From an optimization exercise on the open Yosys and OpenROAD flow, aimed at small area and a short achievable clock period; shortcuts taken in it are not production practice. In this exercise RTL edits were held to simulation tests only and were not proved equivalent to the original. Power figures rest on the tool's default switching activity, not on a simulated workload.

===== design/flow/config.mk =====
export PLATFORM = sky130hd
export DESIGN_NAME = thinpad_cpu
export DESIGN_NICKNAME = thinpad_cpu
export VERILOG_FILES = /design/flow/design.v
export SDC_FILE = /design/flow/constraint.sdc
export NUM_CORES = 4
export LEC_CHECK = 0
export CAP_MARGIN = 20
export CORE_MARGIN = 2
export CORE_UTILIZATION = 30
export PLACE_DENSITY = 0.5
export SLEW_MARGIN = 20

===== design/flow/constraint.sdc =====
create_clock -name core_clock -period 11.0 [get_ports {clk}]
set_input_delay 2.2000 -clock core_clock [delete_from_list [all_inputs] [get_ports {clk}]]
set_output_delay 2.2000 -clock core_clock [all_outputs]
set_load 0.01 [all_outputs]

===== design/flow/design.v =====
`default_nettype none
module thinpad_cpu(
    input wire clk,
    input wire rst,
    output wire uart_rdn,
    output wire uart_wrn,
    input wire uart_dataready,
    input wire uart_tbre,
    input wire uart_tsre,
    input  wire[31:0] base_ram_data_i,
    output wire[31:0] base_ram_data_o,
    output wire base_ram_data_oe,
    output wire[19:0] base_ram_addr,
    output wire[3:0] base_ram_be_n,
    output wire base_ram_ce_n,
    output wire base_ram_oe_n,
    output wire base_ram_we_n,
    input  wire[31:0] ext_ram_data_i,
    output wire[31:0] ext_ram_data_o,
    output wire ext_ram_data_oe,
    output wire[19:0] ext_ram_addr,
    output wire[3:0] ext_ram_be_n,
    output wire ext_ram_ce_n,
    output wire ext_ram_oe_n,
    output wire ext_ram_we_n
);
    genvar g;
    reg [31:0] PC;
    reg [31:0] ID_Instruction;
    reg [31:0] ID_PC_4;             
    reg        EX_MemRead, EX_MemWrite, EX_rw, EX_isBr, LastFlush;
    reg        EX_beq, EX_ismovn, EX_fwdALU, EX_op0;
    reg        EX_sADD, EX_sub, EX_sAND, EX_sOR, EX_sXOR, EX_sSL, EX_sSR, EX_sMOV, EX_fill;
    reg [1:0]  EX_m2r;
    reg [4:0]  EX_Rw;
    reg [31:0] EX_in1, EX_in2, EX_D2, EX_PCX;
    reg        MEM_MemRead, MEM_MemWrite, MEM_wen;
    reg        MEM_op0, MEM_uf8, MEM_ufc, MEM_base;
    reg [1:0]  MEM_m2r;
    reg [4:0]  MEM_Rw;
    reg [31:0] MEM_ALU, MEM_D2;
    reg [30:0] MEM_link;
    reg        WB_wen;
    reg [4:0]  WB_Rw;
    wire [5:0] op = ID_Instruction[31:26];
    wire [5:0] fn = ID_Instruction[5:0];
    wire [4:0] rs = ID_Instruction[25:21];
    wire [4:0] rt = ID_Instruction[20:16];
    wire [4:0] rd = ID_Instruction[15:11];
    wire [15:0] imm = ID_Instruction[15:0];
    wire opz = (op == 6'h00);
    wire Exception = ~ID_PC_4[31] &
        ~(opz & (fn == 6'h21 | fn == 6'h24 | fn == 6'h08 | fn == 6'h0b |
                 fn == 6'h25 | fn == 6'h00 | fn == 6'h03 | fn == 6'h02 |
                 fn == 6'h06 | fn == 6'h26)) &
        ~(op == 6'h09 | op == 6'h0c | op == 6'h04 | op == 6'h07 |
          op == 6'h02 | op == 6'h03 | op == 6'h20 | op == 6'h0f |
          op == 6'h23 | op == 6'h0d | op == 6'h28 | op == 6'h2b |
          op == 6'h0e | op == 6'h05);
    wire ID_isBr  = ~Exception & (op == 6'h04 | op == 6'h05 | (op == 6'h07 & rt == 5'd0));
    wire ID_isJ   = ~Exception & ~ID_isBr & (op == 6'h03 | op == 6'h02);
    wire ID_isJR  = ~Exception & ~ID_isBr & ~(op == 6'h03 | op == 6'h02) & opz & fn == 6'h08;
    wire ID_RegWrite = Exception |
        ~(op == 6'h04 | op == 6'h07 | op == 6'h05 | op == 6'h02 |
          op == 6'h03 | op == 6'h2b | op == 6'h28 | (opz & fn == 6'h08));
    wire rd_rt = (op == 6'h09 | op == 6'h0c | op == 6'h20 | op == 6'h0f |
                  op == 6'h23 | op == 6'h0d | op == 6'h28 | op == 6'h0e);
    wire [4:0] ID_Rw = Exception ? 5'd26 : rd_rt ? rt : (op == 6'h03) ? 5'd31 : rd;
    wire ID_MemRead  = (op == 6'h23 | op == 6'h20);
    wire ID_MemWrite = (op == 6'h2b | op == 6'h28);
    wire [1:0] ID_m2r = (op == 6'h03 | Exception) ? 2'b10 : ID_MemRead ? 2'b01 : 2'b00;
    wire ALUSrc1 = opz & (fn == 6'h00 | fn == 6'h03 | fn == 6'h02);
    wire ALUSrc2 = (op == 6'h09 | op == 6'h0c | op == 6'h20 | op == 6'h23 | op == 6'h0d |
                    op == 6'h28 | op == 6'h0f | op == 6'h2b | op == 6'h0e);
    wire ExtOp = ~(op == 6'h0c | op == 6'h0d | op == 6'h0e | op == 6'h04 |
                   op == 6'h07 | op == 6'h05);
    wire LuOp = (op == 6'h0f);
    wire DoRead = ~(op == 6'h02 | op == 6'h03 | op == 6'h0f);
    wire [31:0] LU = LuOp ? {imm, 16'h0000} : {ExtOp ? 16'h0000 : {16{imm[15]}}, imm};
    wire opBr = (op == 6'h04 | op == 6'h05 | op == 6'h06 | op == 6'h07);
    wire fSL  = opz & (fn == 6'h00);
    wire fSRL = opz & (fn == 6'h02 | fn == 6'h06);
    wire fSRA = opz & (fn == 6'h03);
    wire fMOV = opz & (fn == 6'h0b);
    wire fSUB = opz & (fn == 6'h22 | fn == 6'h23);
    wire fAND = opz & (fn == 6'h24);
    wire fOR  = opz & (fn == 6'h25);
    wire fXOR = opz & (fn == 6'h26);
    wire ID_sub  = fSUB | opBr;
    wire ID_sAND = fAND;
    wire ID_sOR  = fOR | (op == 6'h0c);
    wire ID_sXOR = fXOR | (op == 6'h0d);
    wire ID_sSL  = fSL;
    wire ID_sSR  = fSRL | fSRA;
    wire ID_sMOV = fMOV;
    wire ID_sADD = ~(ID_sAND | ID_sOR | ID_sXOR | ID_sSL | ID_sSR | ID_sMOV);
    reg [31:0] rf [1:31];
    reg [31:1] rf_valid;
    always @(posedge clk)
        if (MEM_wen) rf[MEM_Rw] <= MEM_Data3;
    always @(posedge clk or posedge rst)
        if (rst) rf_valid <= 31'b0;
        else if (MEM_wen) rf_valid[MEM_Rw] <= 1'b1;
    wire [31:1] dec1, dec2;
    generate for (g = 1; g < 32; g = g + 1) begin : dec
        assign dec1[g] = (rs == g);
        assign dec2[g] = (rt == g);
    end endgenerate
    reg [31:0] rf_r1, rf_r2;
    reg v1, v2;
    integer k;
    always @(*) begin
        rf_r1 = 32'h0; rf_r2 = 32'h0; v1 = 1'b0; v2 = 1'b0;
        for (k = 1; k < 32; k = k + 1) begin
            rf_r1 = rf_r1 | ({32{dec1[k]}} & rf[k]);
            rf_r2 = rf_r2 | ({32{dec2[k]}} & rf[k]);
            v1 = v1 | (dec1[k] & rf_valid[k]);
            v2 = v2 | (dec2[k] & rf_valid[k]);
        end
    end
    wire rd1 = DoRead | (WB_wen & WB_Rw == rs);
    wire rd2 = DoRead | (WB_wen & WB_Rw == rt);
    wire [31:0] ID_Data1 = (rd1 & v1) ? rf_r1 : (rd1 & rs == 5'd29) ? 32'h00000800 : 32'h0;
    wire [31:0] ID_Data2 = (rd2 & v2) ? rf_r2 : (rd2 & rt == 5'd29) ? 32'h00000800 : 32'h0;
    wire [32:0] sum33 = {EX_in1, EX_sub} + {EX_in2, EX_sub};
    wire [31:0] sum = sum33[32:1];
    wire [63:0] shx = {{32{EX_fill & EX_in2[31]}}, EX_in2} >> EX_in1[4:0];
    wire [31:0] shr = shx[31:0];
    wire [31:0] shl;
    generate for (g = 0; g < 32; g = g + 1) begin : rev
        assign shl[g] = shr[31-g];
    end endgenerate
    wire [31:0] ALU_out =
        ({32{EX_sADD}} & sum) |
        ({32{EX_sAND}} & (EX_in1 & EX_in2)) |
        ({32{EX_sOR}}  & (EX_in1 | EX_in2)) |
        ({32{EX_sXOR}} & (EX_in1 ^ EX_in2)) |
        ({32{EX_sSL}}  & shl) |
        ({32{EX_sSR}}  & shr) |
        ({32{EX_sMOV}} & EX_in1);
    wire eq = &(EX_in1 ^ EX_in2);      
    wire take = EX_isBr & (EX_beq ? eq : ~eq);
    wire Flush_IF_and_ID = take & ~LastFlush;
    wire EX_mnw = EX_ismovn & (EX_D2 == 32'h0);
    wire EX_fwd = EX_rw & ~EX_mnw;
    wire [31:0] EX_Data3 = EX_fwdALU ? ALU_out : {1'b0, EX_PCX[30:0]};
    wire mem_ce = MEM_MemRead | MEM_MemWrite;
    wire u_f8 = MEM_uf8;
    wire u_fc = MEM_ufc;
    wire isuart = u_f8 | u_fc;
    wire pc_base  = ~(PC[31:22] == 10'b1000000001);
    wire mem_base = MEM_base;
    wire sel = mem_ce ? mem_base : pc_base;
    reg Stall;    
    wire on = ~rst;
    wire mem_acc = mem_ce & ~isuart;
    wire wr = MEM_MemWrite;
    wire fetch_oe = on & ~(mem_ce & (isuart | wr));
    assign base_ram_ce_n = ~(on & sel & ~(mem_ce & isuart));
    assign ext_ram_ce_n  = ~(on & ~sel & ~(mem_ce & isuart));
    assign base_ram_we_n = ~(on & mem_acc & wr & sel);
    assign ext_ram_we_n  = ~(on & mem_acc & wr & ~sel);
    assign base_ram_oe_n = ~(fetch_oe & sel);
    assign ext_ram_oe_n  = ~(fetch_oe & ~sel);
    wire [3:0] lane = (MEM_ALU[1:0] == 2'b11) ? 4'b0111 :
                      (MEM_ALU[1:0] == 2'b10) ? 4'b1011 :
                      (MEM_ALU[1:0] == 2'b01) ? 4'b1101 : 4'b1110;
    wire [3:0] be_n = (mem_ce & wr & ~MEM_op0) ? lane : 4'b0000;
    assign base_ram_be_n = be_n;
    assign ext_ram_be_n = be_n;
    wire [19:0] addr = Stall ? MEM_ALU[21:2] : PC[21:2];
    assign base_ram_addr = addr;
    assign ext_ram_addr = addr;
    wire write_flag = on & mem_ce & wr & (u_f8 | ~isuart);
    assign base_ram_data_oe = write_flag & sel;
    assign ext_ram_data_oe = write_flag & ~sel;
    assign base_ram_data_o = MEM_D2;
    assign ext_ram_data_o = MEM_D2;
    assign uart_wrn = ~(on & mem_ce & wr & u_f8);
    assign uart_rdn = ~(on & mem_ce & ~wr & u_f8);
    wire [31:0] rdata = sel ? base_ram_data_i : ext_ram_data_i;
    wire [7:0] rbyte = (MEM_ALU[1:0] == 2'b11) ? rdata[31:24] :
                       (MEM_ALU[1:0] == 2'b10) ? rdata[23:16] :
                       (MEM_ALU[1:0] == 2'b01) ? rdata[15:8] : rdata[7:0];
    wire [31:0] ldata = u_fc ? {30'b0, uart_dataready, uart_tbre & uart_tsre} :
                        u_f8 ? {24'b0, base_ram_data_i[7:0]} :
                        MEM_op0 ? rdata : {{24{rbyte[7]}}, rbyte};
    wire [31:0] MEM_Data3 = MEM_m2r[1] ? {1'b0, MEM_link} :
                            MEM_m2r[0] ? ldata : MEM_ALU;
    wire fA_ex  = EX_fwd  & (EX_Rw == rs);
    wire fA_mem = MEM_wen & (MEM_Rw == rs);
    wire fB_ex  = EX_fwd  & (EX_Rw == rt);
    wire fB_mem = MEM_wen & (MEM_Rw == rt);
    wire [31:0] Data1w = fA_ex ? EX_Data3 : fA_mem ? MEM_Data3 : ID_Data1;
    wire [31:0] Data2w = fB_ex ? EX_Data3 : fB_mem ? MEM_Data3 : ID_Data2;
    wire [31:0] IF_Instruction = rdata;
    wire [5:0] n_op = IF_Instruction[31:26];
    wire n_isMem = (n_op == 6'h23 | n_op == 6'h20 | n_op == 6'h2b | n_op == 6'h28);
    wire Stall_next = EX_MemRead | EX_MemWrite |
        (~Stall & ~Flush_IF_and_ID &
         ((ID_MemRead & ((ID_Rw == IF_Instruction[25:21]) | (ID_Rw == IF_Instruction[20:16]))) |
          (ID_MemWrite & n_isMem)));
    always @(posedge clk or posedge rst)
        if (rst) Stall <= 1'b0;
        else Stall <= Stall_next;
    wire kill = Stall | Flush_IF_and_ID;
    wire [31:0] IF_PC_4 = {PC[31], PC[30:0] + 31'd4};
    wire [31:0] Jump_target = {ID_PC_4[31:28], ID_Instruction[25:0], 2'b00};
    wire [31:0] PC_next = take ? EX_PCX :
                          ID_isJ ? Jump_target :
                          ID_isJR ? Data1w :
                          Exception ? 32'h80000008 : IF_PC_4;
    wire [31:0] IF_PC = Stall ? PC : PC_next;
    wire Flush = ID_isJ | ID_isJR | Flush_IF_and_ID;
    always @(posedge clk or posedge rst)
        if (rst) PC <= 32'h80000000;
        else PC <= IF_PC;
    always @(posedge clk or posedge rst)
        if (rst) ID_Instruction <= 32'b0;
        else if (Flush) ID_Instruction <= 32'b0;
        else if (!Stall) ID_Instruction <= IF_Instruction;
    always @(posedge clk)
        if (Flush) ID_PC_4 <= IF_PC;
        else if (!Stall) ID_PC_4 <= IF_PC_4;
    wire [31:0] src2 = ALUSrc2 ? LU : Data2w;
    wire [31:0] rev2;
    generate for (g = 0; g < 32; g = g + 1) begin : rv2
        assign rev2[g] = Data2w[31-g];
    end endgenerate
    always @(posedge clk or posedge rst)
        if (rst) begin
            EX_MemRead <= 1'b0; EX_MemWrite <= 1'b0; EX_rw <= 1'b0;
            EX_isBr <= 1'b0; LastFlush <= 1'b0;
        end else begin
            EX_MemRead <= ID_MemRead & ~kill;
            EX_MemWrite <= ID_MemWrite & ~kill;
            EX_rw <= ID_RegWrite & ~kill & (ID_Rw != 5'd0);
            EX_isBr <= ID_isBr;
            LastFlush <= Flush_IF_and_ID;
        end
    always @(posedge clk) begin
        EX_beq <= (op == 6'h04);
        EX_ismovn <= fMOV;
        EX_fwdALU <= (ID_m2r == 2'b00);
        EX_m2r <= ID_m2r;
        EX_op0 <= op[0];
        EX_Rw <= ID_Rw;
        EX_sADD <= ID_sADD; EX_sub <= ID_sub; EX_sAND <= ID_sAND; EX_sOR <= ID_sOR;
        EX_sXOR <= ID_sXOR; EX_sSL <= ID_sSL; EX_sSR <= ID_sSR; EX_sMOV <= ID_sMOV;
        EX_fill <= fSRA;
        EX_in1 <= ALUSrc1 ? {27'b0, ID_Instruction[10:6]} : Data1w;
        EX_in2 <= fSL ? rev2 : ID_sub ? ~src2 : src2;
        EX_D2 <= Data2w;
        EX_PCX <= ID_isBr ? ID_PC_4 + {{14{imm[15]}}, imm, 2'b00} : ID_PC_4;
    end
    always @(posedge clk or posedge rst)
        if (rst) begin
            MEM_MemRead <= 1'b0; MEM_MemWrite <= 1'b0; MEM_wen <= 1'b0; WB_wen <= 1'b0;
        end else begin
            MEM_MemRead <= EX_MemRead; MEM_MemWrite <= EX_MemWrite; MEM_wen <= EX_fwd;
            WB_wen <= MEM_wen;
        end
    always @(posedge clk) begin
        MEM_op0 <= EX_op0;
        MEM_m2r <= EX_m2r;
        MEM_Rw <= EX_Rw;
        MEM_ALU <= ALU_out;
        MEM_D2 <= EX_op0 ? EX_D2 : {4{EX_D2[7:0]}};
        MEM_uf8 <= (ALU_out == 32'hbfd003f8);
        MEM_ufc <= (ALU_out == 32'hbfd003fc);
        MEM_base <= ~(ALU_out[31:22] == 10'b1000000001);
        MEM_link <= EX_PCX[30:0];
        WB_Rw <= MEM_Rw;
    end
endmodule
`default_nettype wire

===== design/flow/flow/run.sh =====
#!/bin/bash
set -euo pipefail
bash standard.sh SETUP_SLACK_MARGIN=6.2 \
  "BUFFER_PORTS_ARGS=-buffer_cell sky130_fd_sc_hd__buf_2" \
  "CTS_ARGS=-sink_clustering_enable -repair_clock_nets -dont_use_dummy_load -sink_clustering_size 20 -sink_clustering_max_diameter 60 -buf_list sky130_fd_sc_hd__clkbuf_16" \
  finish > standard_flow.log 2>&1

===== design/flow/standard.sh =====
#!/bin/bash
# synth_recipe.tcl (not shown) runs the flow's synth.tcl, then flattens the netlist and writes it again
# the make line also repeats each setting of config.mk as NAME=value (left out here)
make -C /OpenROAD-flow-scripts/flow DESIGN_CONFIG=/design/flow/config.mk WORK_HOME=/design/flow/orfs CLKGATE_MAP_FILE= SYNTH_SCRIPT=/design/flow/synth_recipe.tcl "${@:-finish}"

==> impl_metrics.ini, run 1 <==
[outcome]
run_status = timing/DRC/antenna clean

[yosys]
synth_fp_nets = 6516
mapped_cells = 6338
yosysSeqAreaShare = 0.554
async_set_or_reset_register_ratio_after_synthesis = 0.0757
synth_seq_cells = 1387
synth-main-ff-cell = sky130_fd_sc_hd__edfxtp_1
yosysWarningCount = 1
synth_largest_area_cell = sky130_fd_sc_hd__edfxtp_1
synth_area_leaders = sky130_fd_sc_hd__edfxtp_1 44%, sky130_fd_sc_hd__a22oi_1 9.4%, sky130_fd_sc_hd__dfxtp_1 7.4%
edff_count_synth = 1024
synthesis.area_mm2 = 0.0695
avgSynthCellArea_um2 = 11.0
synth.distinct_cells = 101
synth_top_area_frac = 0.442

[setup_path]
critical_path.slowest_cell = sky130_fd_sc_hd__a21boi_4
worst_path_largest_cell_delay_ps = 260
cp.required_ps = 8800
crit_type = in2out
family_with_the_most_delay_on_the_worst_path = buffers and inverters
start_kind = input port
critPathCaptureType = primary output
timing.critical_path.buf_inv = 2
cp.arrival_ps = 2910
path_cells = buf_12 -> nor2_4 -> a21boi_4 -> nand2_1 -> buf_2
r2r_start = ID_Instruction[21]$_DFFE_PP0P_
crit_path_max_fanout = 4
worst_setup_path_startpoint = rst

[sta]
finClkSkew_ps = 118
setup_viol_count_final = 0
worstMarginPinSlew_ps = 1210
max_freq_mhz = 196
final_hold_viol_count = 0
timing.final.ws_setup_ps = 5890
slew_headroom = 0.197
rsz0062_at_grt = true
final_min_period_over_clock_period = 0.465
maxSlewViolCount = 0
accumulated_negative_setup_slack_ps = 0
period_minus_slack_ps = 5110

[floorplanning]
coreArea_mm2 = 0.230
die_footprint_mm2 = 0.236
initial_core_util = 0.302
ios = 191
chipWidth_um = 485
height_of_the_chip_um = 485
number_of_rows_in_the_core_area = 176

[route]
drt-initial-drc-count = 14100
avgRoutedWirePerCell_um = 42.1
routed_wl_mm = 400
drt-vias-per-instance = 6.89
drtPass1Iterations = 11
detail_route.drc_violations = 0
antenna_violating_nets_post_route = 0
vias = 65400

[min_path]
hold_path_origin = EX_m2r[1]$_DFF_P_
timing.hold.worst.class = reg2reg

[cells_and_area]
synthToLayoutAreaGrowth_pct = 14.3
flip_flop_count_of_the_largest_register_after_layout = 992
top_register_by_number_of_flip_flops = rf
final_net_count = 6636
fillerInstances = 22700
drive_above_1_share = 0.158

[cts]
clk_pin_slew_worst_paths_ps = 60
clock_tree.buffer_depth = 3
clockRootBuffer = sky130_fd_sc_hd__clkbuf_16
cts_buffers = 115
clock_tree_from_tritoncts = done
worst_skew_pair.late_latency_ps = 850
cts_max_level = 3
postCtsHoldBufs = 0
cts.sink_count = 1387

[placement]
detailed_place_hpwl_mm = 239
gp_congestion = 0.986
post-place-ws_ps = 4850
port_buffers = 190

[grt]
largest_net_degree_at_the_start_of_global_routing = 68
track_usage = 0.321
grt_first_pass_wirelength_mm = 522
grt_antenna_before_repair = 39
grt.overflow.total = 0
grt_pass1_vias = 59300

[pwr]
totalPowerFinal_mw = 26.8
power_density_mw_per_mm2 = 338
cellLeakagePower_nw = 28.1
irDropWorstVdd_mv = 0.286

[run]
cap_viol_max_count = 0
-- cells in the mapped netlist, types with 104 or more instances --
cell                       number
sky130_fd_sc_hd__a21oi_1      290
sky130_fd_sc_hd__a22oi_1      874
sky130_fd_sc_hd__clkbuf_1     354
sky130_fd_sc_hd__dfrtp_1      104
sky130_fd_sc_hd__dfxtp_1      258
sky130_fd_sc_hd__edfxtp_1    1024
sky130_fd_sc_hd__ha_1         107
sky130_fd_sc_hd__inv_1        148
sky130_fd_sc_hd__nand2_1      626
sky130_fd_sc_hd__nand3_1      182
sky130_fd_sc_hd__nand4_1      107
sky130_fd_sc_hd__nor2_1       425
sky130_fd_sc_hd__nor3_1       125
sky130_fd_sc_hd__o21ai_0      203
-- repair_timing --
| item | CTS | global route |
|---|---|---|
| buffers inserted | 18 | 38 |
| pin swaps | 15 | 32 |
| endpoints found under the hold margin | 0 | 0 |
| setup endpoints to repair | 225 | 111 |
| gates resized for setup | 96 | 86 |
| cloned | 4 | 13 |
-- metal layers --
metal	part of all wire	GRT usage
met2	0.40	0.457
met3	0.15	0.116
met5	0.00088	0.00490
met4	0.084	0.213
met1	0.36	0.405
-- worst paths after layout --
| kind | to | slack [ps] | depth (start not counted) |
|---|---|---|---|
| setup / recovery | base_ram_oe_n | 5890 | 5 |
| hold / removal | MEM_m2r[1]$_DFF_P_ | 330 | 0 |
| setup reg to reg | ID_PC_4[13]$_DFFE_PP_ | 6020 | 12 |
| hold reg to reg | MEM_m2r[1]$_DFF_P_ | 330 | 0 |
| max in group asynchronous | PC[14]$_DFF_PP0_ | 7540 | 5 |
| min in group asynchronous | rf_valid[26]$_DFFE_PP0P_ | 1610 | 3 |
-- final cells by class --
class,instances,area [um2],share of cell area
timing repair inverter,2,10.0,0.000126
timing repair buffer,494,3550,0.0447
multi-input combinational,4304,30000,0.378
tap,3026,3790,0.0477
inverter,154,602,0.00758
antenna,17,42.5,0.000535
sequential,1387,38600,0.486
clock buffer,115,2880,0.0362
-- through the flow --
stage               utilization  area (um2)  instances  hold WS, ps
floorplan                     -       69800       6338          310
global placement          0.326       75000       9291          316
detailed placement        0.326       75000       9292          312
CTS                       0.341       78500       9429          326
global route              0.345       79400       9488          336
finish                    0.345       79400       9499          326
-- kinds of logic (layout without fill, tap and decap cells) --
family,count (synthesis),after routing,synth area share
adders and majority gates,109,109,0.0198
and+or+nand+nor,1838,1839,0.125
buffers and inverters,658,765,0.0392
muxes,178,178,0.0359
AOI/OAI and AO/OA,2052,2062,0.212
other,0,17,0
xor gates and xnor gates,116,116,0.0146
DFF,1387,1387,0.554
-- power by group --
group	internal (mW)	leakage [nW]	total, mW	switching [mW]
clock network	1.82	1.42	3.73	1.91
logic	3.96	13.9	14.4	10.4
registers	7.62	12.8	8.74	1.12
total	13.4	28.1	26.8	13.4
-- layout by cell type (no fill, tap or decap), drive strengths merged, types with 125 or more instances in the layout --
cell    netlist  routed
o21ai       233     240
a21oi       290     290
a22oi       875     875
nand3       182     182
edfxtp     1024    1024
dfxtp       258     258
nor3        125     125
buf         150     488
inv         150     147
nand2       626     626
nor2        425     426
==> run 2, diff against run 1 <==
==> design/flow/flow/run.sh (replaced) <==
#!/bin/bash
set -euo pipefail
bash standard.sh SETUP_SLACK_MARGIN=6.4 \
  "BUFFER_PORTS_ARGS=-buffer_cell sky130_fd_sc_hd__buf_2" \
  finish > standard_flow.log 2>&1
==> run 2 against run 1 <==
Effect of this change: first-iteration DRC count rose by 0.72%; cell count rose by 2.5%; sequential share of layout area fell by 2.0 points; clock skew fell by 75 ps; core utilization rose by 1.5 points; register-to-register slack improved by 240 ps; largest cell class unchanged; clock power rose by 39%; sequential power fell by 0.6%; total power rose by 8.8%; still clean; wire length rose by 3.0%.
==> impl_metrics.ini, run 2 <==
[yosys]
mapped_cells = 6338
synth.distinct_cells = 101
synth_mux_area_frac = 0.0359
yosysWarningCount = 1
combinational_family_with_the_most_area_after_synthesis = compound AO/OA/AOI/OAI gates
synth_fp_nets = 6516
synth_adder_area_share = 0.0198
synth_top_area_frac = 0.442
synth_seq_cells = 1387
area_fraction_in_compound_gates_after_synthesis = 0.212
async_set_or_reset_register_ratio_after_synthesis = 0.0757
synth_area_leaders = sky130_fd_sc_hd__edfxtp_1 44%, sky130_fd_sc_hd__a22oi_1 9.4%, sky130_fd_sc_hd__dfxtp_1 7.4%
avgSynthCellArea_um2 = 11.0
synth-main-ff-cell = sky130_fd_sc_hd__edfxtp_1
dominant_cell_by_count_in_the_synthesized_netlist = sky130_fd_sc_hd__edfxtp_1
yosysSeqAreaShare = 0.554
synth-xor-area-share = 0.0146
synthesis.area_mm2 = 0.0695
synth_largest_area_cell = sky130_fd_sc_hd__edfxtp_1
edff_count_synth = 1024
top_cell_types_by_occurrence_after_synthesis = 1,024 x sky130_fd_sc_hd__edfxtp_1, 874 x sky130_fd_sc_hd__a22oi_1, 626 x sky130_fd_sc_hd__nand2_1
synth_simple_gate_area_share = 0.125

[setup_path]
crit_path_max_fanout = 3
start_kind = input port
path_cells = buf_12 -> nor2b_4 -> buf_6 -> nand3_2 -> buf_6
cp.required_ps = 8800
critPathCaptureType = primary output
critical_path.slowest_cell = sky130_fd_sc_hd__buf_6
cp.arrival_ps = 2800
family_with_the_most_delay_on_the_worst_path = buffers and inverters
worst_path_largest_cell_delay_ps = 160
worst_path_most_repeated_cell = sky130_fd_sc_hd__buf_6
timing.critical_path.buf_inv = 3
setup.reg_to_reg.worst_slack_ps = 6260
crit_type = in2out

[route]
drt-vias-per-instance = 6.87
antenna_violating_nets_post_route = 0
drt-initial-drc-count = 14200
vias = 66900
drtPass1Iterations = 12
detail_route.drc_violations = 0
avgRoutedWirePerCell_um = 42.3
routed_wl_mm = 412

[floorplanning]
chipWidth_um = 485
number_of_rows_in_the_core_area = 176
height_of_the_chip_um = 485
initial_core_util = 0.302
ios = 191
die_footprint_mm2 = 0.236
coreArea_mm2 = 0.230

[cells_and_area]
fillerInstances = 22500
layout_common_cells = 1,024 x sky130_fd_sc_hd__edfxtp_1, 872 x sky130_fd_sc_hd__a22oi_1, 620 x sky130_fd_sc_hd__nand2_1
final_common_cell = sky130_fd_sc_hd__edfxtp_1
flip_flop_count_of_the_largest_register_after_layout = 992
drive_above_1_share = 0.190
synthToLayoutAreaGrowth_pct = 19.1
final_design_area_no_fill_mm2 = 0.0828
top_register_by_number_of_flip_flops = rf
final_net_count = 6749

[cts]
worst_skew_pair.late_latency_ps = 850
clockRootBuffer = sky130_fd_sc_hd__clkbuf_16
postCtsHoldBufs = 0
cts_max_level = 4
cts.sink_count = 1387
clock_tree_from_tritoncts = done
clk_pin_slew_worst_paths_ps = 60
clock_tree.buffer_depth = 3
cts_buffers = 150

[sta]
final_hold_viol_count = 0
finClkSkew_ps = 42.7
final_min_period_over_clock_period = 0.455
worstMarginPinSlew_ps = 1290
slew_headroom = 0.142
hold-worst-slack_ps = 331
accumulated_negative_setup_slack_ps = 0
max_freq_mhz = 200
setup_viol_count_final = 0
period_minus_slack_ps = 5000
rsz0062_at_grt = true
maxSlewViolCount = 0
timing.final.ws_setup_ps = 6000

[placement]
detailed_place_hpwl_mm = 246
post-place-ws_ps = 4850
port_buffers = 190
placedInstanceArea_mm2 = 0.0755
gp_congestion = 1.00

[grt]
largest_net_degree_at_the_start_of_global_routing = 58
grt_pass1_vias = 60700
grt_antenna_before_repair = 41
grt.overflow.total = 0
track_usage = 0.333
grt_first_pass_wirelength_mm = 541

[outcome]
run_status = timing/DRC/antenna clean

[min_path]
timing.hold.worst.class = reg2reg

[pwr]
irDropWorstVdd_mv = 0.301
cellLeakagePower_nw = 29.8
power_density_mw_per_mm2 = 353

[run]
cap_viol_max_count = 0
==> run 2: cell counts after synthesis <==
No cell type changed its count.
==> run 2: kinds of logic (layout without fill, tap and decap cells) <==
logic type / after synthesis / in the layout
other: 0 / 24
AOI/OAI and AO/OA: 2052 / 2065
adders and majority gates: 109 / 109
xor gates and xnor gates: 116 / 116
DFF: 1387 / 1387
buffers and inverters: 658 / 992
muxes: 178 / 178
and+or+nand+nor: 1838 / 1840
==> run 2: what timing repair did <==
item / 4_1_cts / 5_1_grt
resized for setup: 172 / 88
setup buffers: 58 / 44
pin swaps: 34 / 31
setup endpoints to repair: 221 / 113
cloned: 22 / 5
==> run 2: final timing paths <==
kind                                           startpoint  depth (start not counted)                             end
setup / recovery                                      rst                          5                    ext_ram_we_n
hold / removal                          EX_m2r[0]$_DFF_P_                          0              MEM_m2r[0]$_DFF_P_
setup reg to reg           ID_Instruction[20]$_DFFE_PP0P_                         13              EX_in2[29]$_DFF_P_
hold reg to reg                         EX_m2r[0]$_DFF_P_                          0              MEM_m2r[0]$_DFF_P_
max in group asynchronous                             rst                          6                 Stall$_DFF_PP0_
min in group asynchronous                             rst                          5  ID_Instruction[30]$_DFFE_PP0P_
==> run 2: per-layer routing <==
layer	GRT usage	up-vias	routed length, um
met3	0.151	1785	66200
li1	-	25300	-
met1	0.404	33000	144000
met4	0.218	58	35400
met5	0.00306	-	653
met2	0.474	6787	165000
==> run 2: report_power, final <==
part	internal [mW]	switching [mW]
clock network	2.87	2.32
logic	4.30	11.0
registers	7.63	1.06
==> run 2: metrics by stage <==
step	total power, mW	utilization	cells
2_1_floorplan	15.2	-	6338
3_3_place_gp	21.8	0.327	9300
3_5_place_dp	21.9	0.328	9314
4_1_cts	27.8	0.356	9662
5_1_grt	29.6	0.360	9716
6_report	29.2	0.360	9737
==> run 2: area by class of cell <==
class | instances | area [um2] | share of cell area
flip-flops and latches | 1387 | 38600 | 0.466
repair buffers | 570 | 4520 | 0.0546
clock inverters | 76 | 866 | 0.0105
well taps | 3026 | 3790 | 0.0457
diodes | 24 | 60.1 | 0.000725
multi-input cells | 4308 | 30400 | 0.367
inverters | 154 | 613 | 0.00740
clock buffers | 192 | 3990 | 0.0482
==> run 3, diff against run 2 <==
==> design/flow/flow/run.sh (replaced) <==
#!/bin/bash
set -euo pipefail
bash standard.sh SETUP_SLACK_MARGIN=6.1 \
  "BUFFER_PORTS_ARGS=-buffer_cell sky130_fd_sc_hd__buf_2" \
  "CTS_ARGS=-sink_clustering_enable -repair_clock_nets -dont_use_dummy_load -sink_clustering_size 28 -sink_clustering_max_diameter 80 -buf_list sky130_fd_sc_hd__clkbuf_16" \
  finish > standard_flow.log 2>&1
==> run 3 against run 2 <==
Effect of this change: sequential share of layout area rose by 2.7 points; hold slack improved by 4.9 ps; total power down 11%; worst setup slack got worse by 70 ps; die area unchanged; clock skew rose by 99 ps; final area shrank 5.5%; still clean; count of clock-buffer cells in the layout decreased by 114; core utilization down 2.0 points.
==> impl_metrics.ini, run 3 <==
[outcome]
run_status = timing/DRC/antenna clean

[setup_path]
critPathCaptureType = flip-flop
setup.reg_to_reg.worst_slack_ps = 5930
crit_path_max_fanout = 22
crit_type = reg2reg
worst_r2r_endpoint = EX_in2[8]$_DFF_P_
reg2regPathDepth = 14
cp.arrival_ps = 5640
start_kind = flip-flop
worst_setup_path_startpoint = ID_Instruction[20]$_DFFE_PP0P_
cp.required_ps = 11570
r2r_start = ID_Instruction[20]$_DFFE_PP0P_

[cells_and_area]
flip_flop_count_of_the_largest_register_after_layout = 992
drive_above_1_share = 0.152
synthToLayoutAreaGrowth_pct = 12.5
final_common_cell = sky130_fd_sc_hd__edfxtp_1
final_net_count = 6603
top_register_by_number_of_flip_flops = rf
layout_common_cells = 1,024 x sky130_fd_sc_hd__edfxtp_1, 872 x sky130_fd_sc_hd__a22oi_1, 622 x sky130_fd_sc_hd__nand2_1

[sta]
rsz0062_at_grt = true
max_freq_mhz = 197
period_minus_slack_ps = 5070
final_hold_viol_count = 0
accumulated_negative_setup_slack_ps = 0
final_min_period_over_clock_period = 0.461
timing.final.ws_setup_ps = 5930
maxSlewViolCount = 0
slew_headroom = 0.201
setup_viol_count_final = 0
finClkSkew_ps = 142
worstMarginPinSlew_ps = 1200

[min_path]
timing.hold.worst.class = reg2reg
worst_hold_path.endpoint = MEM_m2r[1]$_DFF_P_
hold_depth = 0
hold_path_origin = EX_m2r[1]$_DFF_P_

[floorplanning]
die_footprint_mm2 = 0.236
coreArea_mm2 = 0.230
height_of_the_chip_um = 485
chipWidth_um = 485
number_of_rows_in_the_core_area = 176
initial_core_util = 0.302
ios = 191

[grt]
grt_pass1_vias = 58900
grt_antenna_before_repair = 30
largest_net_degree_at_the_start_of_global_routing = 61
track_usage = 0.320
grt.overflow.total = 0
grt_first_pass_wirelength_mm = 523

[run]
cap_viol_max_count = 0

[route]
vias = 65100
drt-initial-drc-count = 14000
drtPass1Iterations = 11
detail_route.drc_violations = 0
routed_wl_mm = 397
antenna_violating_nets_post_route = 0
drt-vias-per-instance = 6.87
avgRoutedWirePerCell_um = 41.9

[yosys]
synthesis.area_mm2 = 0.0695
mapped_cells = 6338
synth_seq_cells = 1387
yosysWarningCount = 1
edff_count_synth = 1024
top_cell_types_by_occurrence_after_synthesis = 1,024 x sky130_fd_sc_hd__edfxtp_1, 874 x sky130_fd_sc_hd__a22oi_1, 626 x sky130_fd_sc_hd__nand2_1
avgSynthCellArea_um2 = 11.0
dominant_cell_by_count_in_the_synthesized_netlist = sky130_fd_sc_hd__edfxtp_1
synth_area_leaders = sky130_fd_sc_hd__edfxtp_1 44%, sky130_fd_sc_hd__a22oi_1 9.4%, sky130_fd_sc_hd__dfxtp_1 7.4%
yosysSeqAreaShare = 0.554
async_set_or_reset_register_ratio_after_synthesis = 0.0757
synth_top_area_frac = 0.442
synth_fp_nets = 6516
synth_largest_area_cell = sky130_fd_sc_hd__edfxtp_1
synth.distinct_cells = 101
synth-main-ff-cell = sky130_fd_sc_hd__edfxtp_1

[cts]
clockRootBuffer = sky130_fd_sc_hd__clkbuf_16
worst_skew_pair.late_latency_ps = 820
clk_pin_slew_worst_paths_ps = 70
postCtsHoldBufs = 0
cts_buffers = 78
clock_tree.buffer_depth = 3
cts.sink_count = 1387
cts_max_level = 3
clock_tree_from_tritoncts = done

[pwr]
cellLeakagePower_nw = 27.6
power_density_mw_per_mm2 = 331
irDropWorstVdd_mv = 0.329

[placement]
port_buffers = 190
post-place-ws_ps = 4870
gp_congestion = 0.999
detailed_place_hpwl_mm = 241
-- run 3: cell counts after synthesis --
No cell type changed its count.
-- run 3: cells by family (layout without fill, tap and decap cells) --
family / Yosys count / count (layout) / share of synthesized area
AO/OA/AOI/OAI: 2052 / 2059 / 0.212
XOR/XNOR: 116 / 116 / 0.0146
adder cells (fa/ha/maj): 109 / 109 / 0.0198
buffers and inverters: 658 / 736 / 0.0392
flip-flops: 1387 / 1387 / 0.554
multiplexers: 178 / 178 / 0.0359
other: 0 / 27 / 0
AND/OR/NAND/NOR: 1838 / 1838 / 0.125
-- run 3: final cells by class --
| type | count | area (um2) |
|---|---|---|
| fillers | 22800 | 152000 |
| flip-flops and latches | 1387 | 38600 |
| multi-input cells | 4300 | 29800 |
| well taps | 3026 | 3790 |
| repair buffers | 503 | 3490 |
| clock buffers | 78 | 1950 |
| inverters | 154 | 599 |
| diodes | 27 | 67.6 |
| repair inverters | 1 | 5.00 |
-- run 3: stage by stage --
| step | utilization | power, mW | cells | area, um2 | hold slack (ps) |
|---|---|---|---|---|---|
| after global routing | 0.340 | 26.3 | 9453 | 78200 | 347 |
| after detailed placement | 0.326 | 21.6 | 9310 | 75100 | 321 |
| after global placement | 0.326 | 21.5 | 9309 | 75100 | 313 |
| after CTS | 0.338 | 24.7 | 9426 | 77700 | 336 |
| after floorplan | - | 15.1 | 6338 | 69700 | 310 |
| final | 0.340 | 25.9 | 9476 | 78200 | 336 |
-- run 3: power by group --
part / leakage (nW) / internal (mW) / total [mW] / switching, mW
clock: 0.961 / 1.27 / 3.06 / 1.79
sequential: 12.8 / 7.61 / 8.72 / 1.10
combinational: 13.8 / 3.84 / 14.1 / 10.3
total: 27.6 / 12.7 / 25.9 / 13.2
-- run 3: worst max path at each step --
stage / to / slack, ps / cells after the start
after floorplan: ID_PC_4[22]$_DFFE_PP_ / 5940 / 10
after global placement: EX_in2[31]$_DFF_P_ / 4450 / 11
after detailed placement: EX_in2[31]$_DFF_P_ / 4870 / 11
after CTS: base_ram_data_oe / 5980 / 5
after global routing: base_ram_data_oe / 5950 / 5
final: EX_in2[8]$_DFF_P_ / 5930 / 14
-- run 3: repair_timing --
item                                    CTS  global route
buffers inserted                         34            19
endpoints found under the setup margin  198           148
gates resized for setup                  78            63
cloned                                    4             4
pin swaps                                20            18
-- run 3: metal layers --
| metal | global-route usage | vias up | part of all wire |
|---|---|---|---|
| met5 | 0.000816 | - | 0.00034 |
| met4 | 0.214 | 22 | 0.084 |
| met3 | 0.118 | 1631 | 0.15 |
| met2 | 0.456 | 6532 | 0.40 |
| met1 | 0.404 | 32100 | 0.36 |
| li1 | - | 24800 | - |
-- run 3: worst max-delay path, cell delays in order (launching register included) --
cell and delay, ps:
sky130_fd_sc_hd__dfrtp_1 430, sky130_fd_sc_hd__buf_4 330, sky130_fd_sc_hd__nand3b_1 460, sky130_fd_sc_hd__nor2_4 190, sky130_fd_sc_hd__buf_4 520, sky130_fd_sc_hd__buf_4 560, sky130_fd_sc_hd__a22oi_1 190, sky130_fd_sc_hd__nand4_1 170
sky130_fd_sc_hd__nor3_1 70, sky130_fd_sc_hd__a21oi_1 770, sky130_fd_sc_hd__a21oi_1 160, sky130_fd_sc_hd__o21ai_0 660, sky130_fd_sc_hd__nor2_1 90, sky130_fd_sc_hd__a21oi_1 140, sky130_fd_sc_hd__a21oi_1 80
==> run 4, diff against run 3 <==
--- a/design/flow/config.mk
+++ b/design/flow/config.mk
@@ -7,3 +7,3 @@
 export LEC_CHECK = 0
-export CAP_MARGIN = 20
+export CAP_MARGIN = 5
 export CORE_MARGIN = 2
@@ -11,2 +11,2 @@
 export PLACE_DENSITY = 0.5
-export SLEW_MARGIN = 20
+export SLEW_MARGIN = 5
==> run 4 against run 3 <==
Effect of this change: still clean on timing, DRC and antenna; cell count down 0.20%; global-route usage down 0.11 points; clock skew up 0.82 ps; count of clock-buffer cells in the layout up 2; wire length down 0.36%; worst setup slack better by 11 ps; sequential share of layout area about the same; total power about the same; largest cell class unchanged; highest routed layer unchanged.
==> impl_metrics.ini, run 4 <==
[setup_path]
crit_path_max_fanout = 30
cp.required_ps = 11620
setup.reg_to_reg.worst_slack_ps = 5940
critPathCaptureType = flip-flop
start_kind = flip-flop
cp.arrival_ps = 5690
crit_type = reg2reg

[cells_and_area]
post_layout_nonfiller_instances = 9457
top_register_by_number_of_flip_flops = rf
fillerInstances = 22700
final_common_cell = sky130_fd_sc_hd__edfxtp_1
layout_common_cells = 1,024 x sky130_fd_sc_hd__edfxtp_1, 872 x sky130_fd_sc_hd__a22oi_1, 622 x sky130_fd_sc_hd__nand2_1
synthToLayoutAreaGrowth_pct = 12.5
final_net_count = 6598
flip_flop_count_of_the_largest_register_after_layout = 992
drive_above_1_share = 0.152
final_util = 0.340

[sta]
setup_viol_count_final = 0
rsz0062_at_grt = true
hold-worst-slack_ps = 329
slew_headroom = 0.0376
worstMarginPinSlew_ps = 1430
timing.final.ws_setup_ps = 5940
final_min_period_over_clock_period = 0.460
accumulated_negative_setup_slack_ps = 0
final_hold_viol_count = 0
period_minus_slack_ps = 5060
max_freq_mhz = 198
finClkSkew_ps = 143
maxSlewViolCount = 0

[yosys]
combinational_family_with_the_most_area_after_synthesis = compound AO/OA/AOI/OAI gates
top_cell_types_by_occurrence_after_synthesis = 1,024 x sky130_fd_sc_hd__edfxtp_1, 874 x sky130_fd_sc_hd__a22oi_1, 626 x sky130_fd_sc_hd__nand2_1
synthesis.area_mm2 = 0.0695
synth_area_leaders = sky130_fd_sc_hd__edfxtp_1 44%, sky130_fd_sc_hd__a22oi_1 9.4%, sky130_fd_sc_hd__dfxtp_1 7.4%
synth.distinct_cells = 101
synth_adder_area_share = 0.0198
synth_mux_area_frac = 0.0359
yosysSeqAreaShare = 0.554
synth_fp_nets = 6516
dominant_cell_by_count_in_the_synthesized_netlist = sky130_fd_sc_hd__edfxtp_1
synth_largest_area_cell = sky130_fd_sc_hd__edfxtp_1
async_set_or_reset_register_ratio_after_synthesis = 0.0757
synth-xor-area-share = 0.0146
mapped_cells = 6338
synth_top_area_frac = 0.442
area_fraction_in_compound_gates_after_synthesis = 0.212
yosysWarningCount = 1
synth-main-ff-cell = sky130_fd_sc_hd__edfxtp_1
synth_simple_gate_area_share = 0.125
synth_seq_cells = 1387
avgSynthCellArea_um2 = 11.0
edff_count_synth = 1024

[placement]
detailed_place_hpwl_mm = 241
post-place-ws_ps = 4480
port_buffers = 190
dpl.cell_count = 9309
gp_congestion = 0.999

[floorplanning]
initial_core_util = 0.302
die_footprint_mm2 = 0.236
number_of_rows_in_the_core_area = 176
height_of_the_chip_um = 485
ios = 191
coreArea_mm2 = 0.230
chipWidth_um = 485

[min_path]
timing.hold.worst.class = reg2reg

[grt]
grt_pass1_vias = 58900
track_usage = 0.319
grt_antenna_before_repair = 34
grt_first_pass_wirelength_mm = 521
grt.overflow.total = 0
largest_net_degree_at_the_start_of_global_routing = 61

[route]
antenna_violating_nets_post_route = 0
drt-vias-per-instance = 6.86
routed_wl_mm = 395
drt-initial-drc-count = 13700
avgRoutedWirePerCell_um = 41.8
vias = 64900
drtPass1Iterations = 10
detail_route.drc_violations = 0

[run]
cap_viol_max_count = 0

[cts]
clk_pin_slew_worst_paths_ps = 110
cts_max_level = 3
clock_tree_from_tritoncts = done
postCtsHoldBufs = 0
cts_buffers = 80
clock_tree.buffer_depth = 3
clockRootBuffer = sky130_fd_sc_hd__clkbuf_16
cts.sink_count = 1387
worst_skew_pair.late_latency_ps = 810

[pwr]
irDropWorstVdd_mv = 0.328
power_density_mw_per_mm2 = 331
cellLeakagePower_nw = 27.7

[outcome]
run_status = timing/DRC/antenna clean
## run 4: cell counts after synthesis
No cell type changed its count.
## run 4: cell families after synthesis
| group | after synthesis |
|---|---|
| buffers and inverters | 658 |
| AO/OA/AOI/OAI | 2052 |
| adder cells (fa/ha/maj) | 109 |
| AND/OR/NAND/NOR | 1838 |
| flip-flops | 1387 |
| multiplexers | 178 |
| XOR/XNOR | 116 |
## run 4: worst paths after layout
path                                             endpoint                           start  cells past startpoint
max                                  ID_PC_4[8]$_DFFE_PP_  ID_Instruction[25]$_DFFE_PP0P_                     13
min                                    MEM_m2r[1]$_DFF_P_               EX_m2r[1]$_DFF_P_                      0
max reg2reg                          ID_PC_4[8]$_DFFE_PP_  ID_Instruction[25]$_DFFE_PP0P_                     13
min reg2reg                            MEM_m2r[1]$_DFF_P_               EX_m2r[1]$_DFF_P_                      0
max in group asynchronous  ID_Instruction[16]$_DFFE_PP0P_                             rst                      5
min in group asynchronous                 PC[2]$_DFF_PP0_                             rst                      4
## run 4: what timing repair did
action / CTS / global route
resized for setup: 92 / 67
pin swaps: 12 / 18
endpoints found under the setup margin: 198 / 99
setup buffers: 25 / 23
cloned: 2 / 5
## run 4: area by class of cell
class	instances	area, um2	share of cell area
well taps	3026	3790	0.0484
repair inverters	1	5.00	0.0000640
flip-flops and latches	1387	38600	0.493
repair buffers	498	3480	0.0444
inverters	154	594	0.00759
multi-input cells	4298	29800	0.381
diodes	13	32.5	0.000416
clock buffers	80	2000	0.0256
## run 4: worst max-delay path, stage by stage (launching register included)
cell,delay (ps)
sky130_fd_sc_hd__dfrtp_1,340
sky130_fd_sc_hd__buf_4,380
sky130_fd_sc_hd__nand3b_1,570
sky130_fd_sc_hd__nor2_4,790
sky130_fd_sc_hd__buf_4,700
sky130_fd_sc_hd__a22oi_1,200
sky130_fd_sc_hd__nand4_1,170
sky130_fd_sc_hd__nor2_1,60
sky130_fd_sc_hd__a21oi_1,800
sky130_fd_sc_hd__a21oi_1,170
sky130_fd_sc_hd__o21ai_1,240
sky130_fd_sc_hd__a221oi_1,100
sky130_fd_sc_hd__a21oi_1,240
sky130_fd_sc_hd__o2bb2ai_1,130
## run 4: stage by stage
step / area [um2] / total power, mW
final: 78300 / 25.9
after CTS: 77700 / 24.7
after detailed placement: 75100 / 21.5
after global routing: 78200 / 26.3
after global placement: 75100 / 21.5
after floorplan: 69700 / 15.1
## run 4: layer usage
metal	part of all wire	global-route usage	up-vias
met5	0.00065	0.000408	-
met4	0.083	0.207	36
met3	0.16	0.122	1652
met2	0.40	0.456	6407
met1	0.35	0.401	32000
li1	-	-	24800
## run 4: report_power, final
group / internal, mW / switching (mW) / leakage [nW]
clock: 1.29 / 1.78 / 0.986
sequential: 7.62 / 1.10 / 12.8
combinational: 3.85 / 10.2 / 13.8
total: 12.8 / 13.1 / 27.7

-- re-timing with driven ports --
Ports are ideal in the flow. The routed layouts listed here were re-timed in OpenROAD. Step 1 sets driving cells, clkbuf_16 on the clock port and buf_2 on the other inputs (assumed; they add their load-dependent delay and slew). Step 2 also shifts input and output timing later by t, the mid clock arrival at the registers, as if the neighbouring blocks saw the same clock. Three values: no drivers, after step 1, after step 2; two values: the first two.
run | shift t [ns] | setup WS [ns] | clock arrival spread, ns | worst data-port slew with drivers (ns)
run 1 | 0.880 | 5.889 / 5.823 / 5.339 | 0.123 / 0.123 | 0.11
run 2 | 0.920 | 5.997 / 5.946 / 5.388 | 0.045 / 0.044 | 0.13
run 3 | 0.826 | 5.926 / 5.926 / 5.279 | 0.164 / 0.164 | 0.13
run 4 | 0.830 | 5.938 / 5.934 / 5.309 | 0.156 / 0.157 | 0.16
After both steps setup and hold are still met in every run listed. The setup slack of run 3, which loses most, moves by 0.000 ns with the drivers and by -0.647 ns with both steps.
